From an optimization exercise on the open Yosys and OpenROAD flow, aimed at small area, a short achievable clock period and few clock cycles per item; shortcuts taken in it are not production practice. Function was checked by simulation only, so behaviour that the tests miss may differ from the original.

rev 12:
==> flow/design.v <==
module biriscv_divider
(
     input           clk_i
    ,input           rst_i
    ,input           opcode_valid_i
    ,input  [ 31:0]  opcode_opcode_i
    ,input  [ 31:0]  opcode_pc_i
    ,input           opcode_invalid_i
    ,input  [  4:0]  opcode_rd_idx_i
    ,input  [  4:0]  opcode_ra_idx_i
    ,input  [  4:0]  opcode_rb_idx_i
    ,input  [ 31:0]  opcode_ra_operand_i
    ,input  [ 31:0]  opcode_rb_operand_i
    ,output          writeback_valid_o
    ,output [ 31:0]  writeback_value_o
);
function low_mask32;
    input [31:0] x;
    begin
        low_mask32 = ~|(x[31:1] & ~x[30:0]);
    end
endfunction
wire div_rem_inst_w = ((opcode_opcode_i & 32'hfe00707f)  == 32'h2004033)  ||
                      ((opcode_opcode_i & 32'hfe00707f) == 32'h2005033) ||
                      ((opcode_opcode_i & 32'hfe00707f)  == 32'h2006033)  ||
                      ((opcode_opcode_i & 32'hfe00707f) == 32'h2007033);
wire start_w  = opcode_valid_i & div_rem_inst_w;
wire signed_w = ~opcode_opcode_i[12];    
wire div_w    = ~opcode_opcode_i[13];    
wire [31:0] a_w = opcode_ra_operand_i;
wire [31:0] b_w = opcode_rb_operand_i;
wire a_neg_w  = signed_w & a_w[31];
wire b_neg_w  = signed_w & b_w[31];
wire [31:0] a_abs_w = a_neg_w ? -a_w : a_w;
wire [31:0] a_inv_w = a_w ^ {32{a_neg_w}};
wire [31:0] b_inv_w = b_w ^ {32{b_neg_w}};
wire [5:0]  za_w;
wire [5:0]  zb_w;
biriscv_divider_clz u_clz_a (.x_i(a_inv_w), .z_o(za_w));
biriscv_divider_clz u_clz_b (.x_i(b_inv_w), .z_o(zb_w));
wire        pa_w    = a_neg_w & low_mask32(a_inv_w);
wire        pb_w    = b_neg_w & low_mask32(b_inv_w);
wire        b_zero_w = zb_w[5] & ~b_neg_w;
wire [5:0]  za_x_w   = za_w - {5'b0, pa_w};
wire [5:0]  zb_x_w   = zb_w - {5'b0, pb_w};
wire [6:0]  shift_w  = {1'b0, zb_x_w} - {1'b0, za_x_w};
wire        no_q_w   = shift_w[6] | b_zero_w;
wire [4:0]  sh_w     = {shift_w[4:1], 1'b1};
wire [64:0] e_sh_w   = {1'b1, ~b_inv_w, {32{~b_neg_w}}} << sh_w;
wire [32:0] e_init_w = e_sh_w[64:32];
reg        busy_q;
reg        valid_q;
reg [3:0]  cnt_q;
reg        div_q;       
reg        neg_q;       
reg [31:0] r_q;         
reg [32:0] e_q;         
reg        c_q;         
reg [31:0] q_q;         
wire [33:0] sub1_w  = {2'b0, r_q} + {1'b1, e_q} + {33'b0, c_q};
wire        q1_w    = ~sub1_w[33];
wire [31:0] r1_w    = q1_w ? sub1_w[31:0] : r_q;
wire [32:0] e1_w    = {1'b1, e_q[32:1]};
wire [33:0] sub2_w  = {2'b0, r1_w} + {1'b1, e1_w} + {33'b0, c_q};
wire        q2_w    = ~sub2_w[33];
wire [31:0] r2_w    = q2_w ? sub2_w[31:0] : r1_w;
always @(posedge clk_i or posedge rst_i)
if (rst_i)
begin
    busy_q  <= 1'b0;
    valid_q <= 1'b0;
    cnt_q   <= 4'b0;
end
else if (busy_q)
begin
    cnt_q   <= cnt_q - 4'd1;
    if (cnt_q == 4'd0)
    begin
        valid_q <= 1'b1;
        busy_q  <= 1'b0;
    end
    else
        valid_q <= 1'b0;
end
else
begin
    cnt_q   <= sh_w[4:1];
    valid_q <= start_w & no_q_w;
    busy_q  <= start_w & ~no_q_w;
end
always @(posedge clk_i)
if (busy_q)
begin
    r_q <= r2_w;
    e_q <= {2'b11, e_q[32:2]};
    q_q <= {q_q[29:0], q1_w, q2_w};
end
else
begin
    r_q   <= a_abs_w;
    e_q   <= e_init_w;
    c_q   <= ~b_neg_w;
    q_q   <= {32{b_zero_w}};
    div_q <= div_w;
    neg_q <= div_w ? (a_neg_w ^ b_neg_w) & ~b_zero_w : a_neg_w;
end
wire [31:0] res_w = div_q ? q_q : r_q;
assign writeback_valid_o = valid_q;
assign writeback_value_o = neg_q ? -res_w : res_w;
endmodule
module biriscv_divider_clz
(
     input  [31:0] x_i
    ,output [5:0]  z_o
);
wire [15:0] v1; wire [15:0] c1;
wire [7:0]  v2; wire [15:0] c2;
wire [3:0]  v3; wire [11:0] c3;
wire [1:0]  v4; wire [7:0]  c4;
genvar i;
generate
for (i = 0; i < 16; i = i + 1)
begin : l1
    assign v1[i] = x_i[2*i+1] | x_i[2*i];
    assign c1[i] = ~x_i[2*i+1];
end
for (i = 0; i < 8; i = i + 1)
begin : l2
    assign v2[i]         = v1[2*i+1] | v1[2*i];
    assign c2[2*i+1:2*i] = v1[2*i+1] ? {1'b0, c1[2*i+1]} : {1'b1, c1[2*i]};
end
for (i = 0; i < 4; i = i + 1)
begin : l3
    assign v3[i]         = v2[2*i+1] | v2[2*i];
    assign c3[3*i+2:3*i] = v2[2*i+1] ? {1'b0, c2[4*i+3:4*i+2]} : {1'b1, c2[4*i+1:4*i]};
end
for (i = 0; i < 2; i = i + 1)
begin : l4
    assign v4[i]         = v3[2*i+1] | v3[2*i];
    assign c4[4*i+3:4*i] = v3[2*i+1] ? {1'b0, c3[6*i+5:6*i+3]} : {1'b1, c3[6*i+2:6*i]};
end
endgenerate
wire       v5 = v4[1] | v4[0];
wire [4:0] c5 = v4[1] ? {1'b0, c4[7:4]} : {1'b1, c4[3:0]};
assign z_o = v5 ? {1'b0, c5} : 6'd32;
endmodule
==> flow/config.mk <==
export PLATFORM = sky130hd
export DESIGN_NAME = biriscv_divider
export DESIGN_NICKNAME = biriscv_divider
export VERILOG_FILES = /design/flow/design.v
export SDC_FILE = /design/flow/constraint.sdc
export NUM_CORES = 8
export LEC_CHECK = 0
export CAP_MARGIN = 20
export CORE_MARGIN = 2
export CORE_UTILIZATION = 40
export SETUP_SLACK_MARGIN = 1.25
export SLEW_MARGIN = 20
==> flow/constraint.sdc <==
create_clock -name core_clock -period 7.0 [get_ports {clk_i}]
set_input_delay 1.4000 -clock core_clock [delete_from_list [all_inputs] [get_ports {clk_i}]]
set_output_delay 1.4000 -clock core_clock [all_outputs]
set_load 0.01 [all_outputs]
standard.sh (not shown) runs the stock make flow with config.mk's settings and CLKGATE_MAP_FILE= SYNTH_SCRIPT=/design/flow/synth_recipe.tcl, a recipe that flattens the netlist after the stock synthesis.
==> flow/flow/run.sh <==
#!/bin/bash
# Standard layout, with plain buffers (buf_1) on the ports instead of the
# default delay cells; repair resizes them where timing needs it.
set -euo pipefail
export BUFFER_PORTS_ARGS="-buffer_cell sky130_fd_sc_hd__buf_1"
bash standard.sh > standard.log 2>&1
Testbench counts of rev 12, summed over its fixed seeds: cycles 19,588, ops 4,800.
[inputs] rev 13 vs rev 12
==> flow/design.v, changed modules only <==
module biriscv_divider
(
     input           clk_i
    ,input           rst_i
    ,input           opcode_valid_i
    ,input  [ 31:0]  opcode_opcode_i
    ,input  [ 31:0]  opcode_pc_i
    ,input           opcode_invalid_i
    ,input  [  4:0]  opcode_rd_idx_i
    ,input  [  4:0]  opcode_ra_idx_i
    ,input  [  4:0]  opcode_rb_idx_i
    ,input  [ 31:0]  opcode_ra_operand_i
    ,input  [ 31:0]  opcode_rb_operand_i
    ,output          writeback_valid_o
    ,output [ 31:0]  writeback_value_o
);
wire div_rem_inst_w = ((opcode_opcode_i & 32'hfe00707f)  == 32'h2004033)  ||
                      ((opcode_opcode_i & 32'hfe00707f) == 32'h2005033) ||
                      ((opcode_opcode_i & 32'hfe00707f)  == 32'h2006033)  ||
                      ((opcode_opcode_i & 32'hfe00707f) == 32'h2007033);
wire start_w  = opcode_valid_i & div_rem_inst_w;
wire signed_w = ~opcode_opcode_i[12];    
wire div_w    = ~opcode_opcode_i[13];    
wire [31:0] a_w = opcode_ra_operand_i;
wire [31:0] b_w = opcode_rb_operand_i;
wire a_neg_w  = signed_w & a_w[31];
wire b_neg_w  = signed_w & b_w[31];
wire [31:0] a_abs_w = a_neg_w ? -a_w : a_w;
wire [31:0] a_inv_w = a_w ^ {32{a_neg_w}};
wire [31:0] b_inv_w = b_w ^ {32{b_neg_w}};
wire [5:0]  za_w;
wire [5:0]  zb_w;
biriscv_divider_clz u_clz_a (.x_i(a_inv_w), .z_o(za_w));
biriscv_divider_clz u_clz_b (.x_i(b_inv_w), .z_o(zb_w));
wire        b_zero_w = zb_w[5] & ~b_neg_w;
wire [5:0]  za_x_w   = za_w - {5'b0, a_neg_w};
wire [5:0]  zb_x_w   = {zb_w[5] & ~b_neg_w, zb_w[4:0] | {5{zb_w[5]}}};
wire [6:0]  shift_w  = {1'b0, zb_x_w} - {1'b0, za_x_w};
wire        no_q_w   = shift_w[6] | b_zero_w;
wire [4:0]  sh_w     = {shift_w[4:1], 1'b1};
wire [65:0] e_sh_w   = {2'b11, ~b_inv_w, {32{~b_neg_w}}} << sh_w;
wire [33:0] e_init_w = e_sh_w[65:32];
reg        busy_q;
reg        valid_q;
reg [3:0]  cnt_q;
reg        div_q;       
reg        neg_q;       
reg [31:0] r_q;         
reg [33:0] e_q;         
reg        c_q;         
reg [31:0] q_q;         
wire [35:0] sum1_w  = {3'b0, r_q, 1'b1} + {1'b1, e_q, c_q};
wire [34:0] sub1_w  = sum1_w[35:1];
wire        q1_w    = ~sub1_w[34];
wire [31:0] r1_w    = q1_w ? sub1_w[31:0] : r_q;
wire [33:0] e1_w    = {1'b1, e_q[33:1]};
wire [35:0] sum2_w  = {3'b0, r1_w, 1'b1} + {1'b1, e1_w, c_q};
wire [34:0] sub2_w  = sum2_w[35:1];
wire        q2_w    = ~sub2_w[34];
wire [31:0] r2_w    = q2_w ? sub2_w[31:0] : r1_w;
always @(posedge clk_i or posedge rst_i)
if (rst_i)
begin
    busy_q  <= 1'b0;
    valid_q <= 1'b0;
    cnt_q   <= 4'b0;
end
else if (busy_q)
begin
    cnt_q   <= cnt_q - 4'd1;
    if (cnt_q == 4'd0)
    begin
        valid_q <= 1'b1;
        busy_q  <= 1'b0;
    end
    else
        valid_q <= 1'b0;
end
else
begin
    cnt_q   <= sh_w[4:1];
    valid_q <= start_w & no_q_w;
    busy_q  <= start_w & ~no_q_w;
end
always @(posedge clk_i)
if (busy_q)
begin
    if (div_q && cnt_q == 4'd0)
        r_q <= {q_q[29:0], q1_w, q2_w};
    else
        r_q <= r2_w;
    e_q <= {2'b11, e_q[33:2]};
    q_q <= {q_q[29:0], q1_w, q2_w};
end
else
begin
    r_q   <= (div_w & no_q_w) ? {32{b_zero_w}} : a_abs_w;
    e_q   <= e_init_w;
    c_q   <= ~b_neg_w;
    q_q   <= 32'b0;
    div_q <= div_w;
    neg_q <= div_w ? (a_neg_w ^ b_neg_w) & ~b_zero_w : a_neg_w;
end
assign writeback_valid_o = valid_q;
assign writeback_value_o = neg_q ? -r_q : r_q;
endmodule
- Going from rev 12 to rev 13, the met3 capacity usage during global routing was found to have gone down by 1.7 points.
- Total via count in the routed design ends up lower on rev 13.
- From rev 12 to rev 13 the numbers moved as follows: number of antenna violations at the first check in global routing lost 4, post-CTS clock slew at the launch and capture registers of the worst setup and hold paths neither gained nor lost much, utilization picked up an extra 0.95 points, area of the die lost 9.7%.
- Taking rev 12 as the reference, in rev 13 minimum clock period moved up, total routed wirelength shows a reduction of 4700 µm, cell area now sits lower.
Testbench counts of rev 13, summed over its fixed seeds: cycles 19,868, ops 4,800.

[static timing again, ports no longer ideal]
No port has a modelled driver above. Below, the same layouts with a new extraction and two added sets of constraints. Step 1 sets driving cells, clkbuf_16 on the clock port and buf_2 on the other inputs (assumed; they add their load-dependent delay and slew). Step 2, shift: input delay + t, output delay - t, t = (earliest + latest rising clock arrival at the registers) / 2. This alone moves slack from input paths to output paths. a / b / c = ideal ports / drivers / drivers and shift; a / b = the first two.
run | t, ns | slack for setup (ns) | worst setup path at the end | clock arrival spread, ns
rev 12 | 0.410 | 1.518 / 1.503 / 1.135 | input to register | 0.011 / 0.010
rev 13 | 0.388 | 1.445 / 1.461 / 1.073 | input to register | 0.009 / 0.010
After both steps every run listed still meets setup and hold. For rev 12, which loses most, drivers alone change the setup slack by -0.015 ns; drivers and shift together by -0.383 ns.
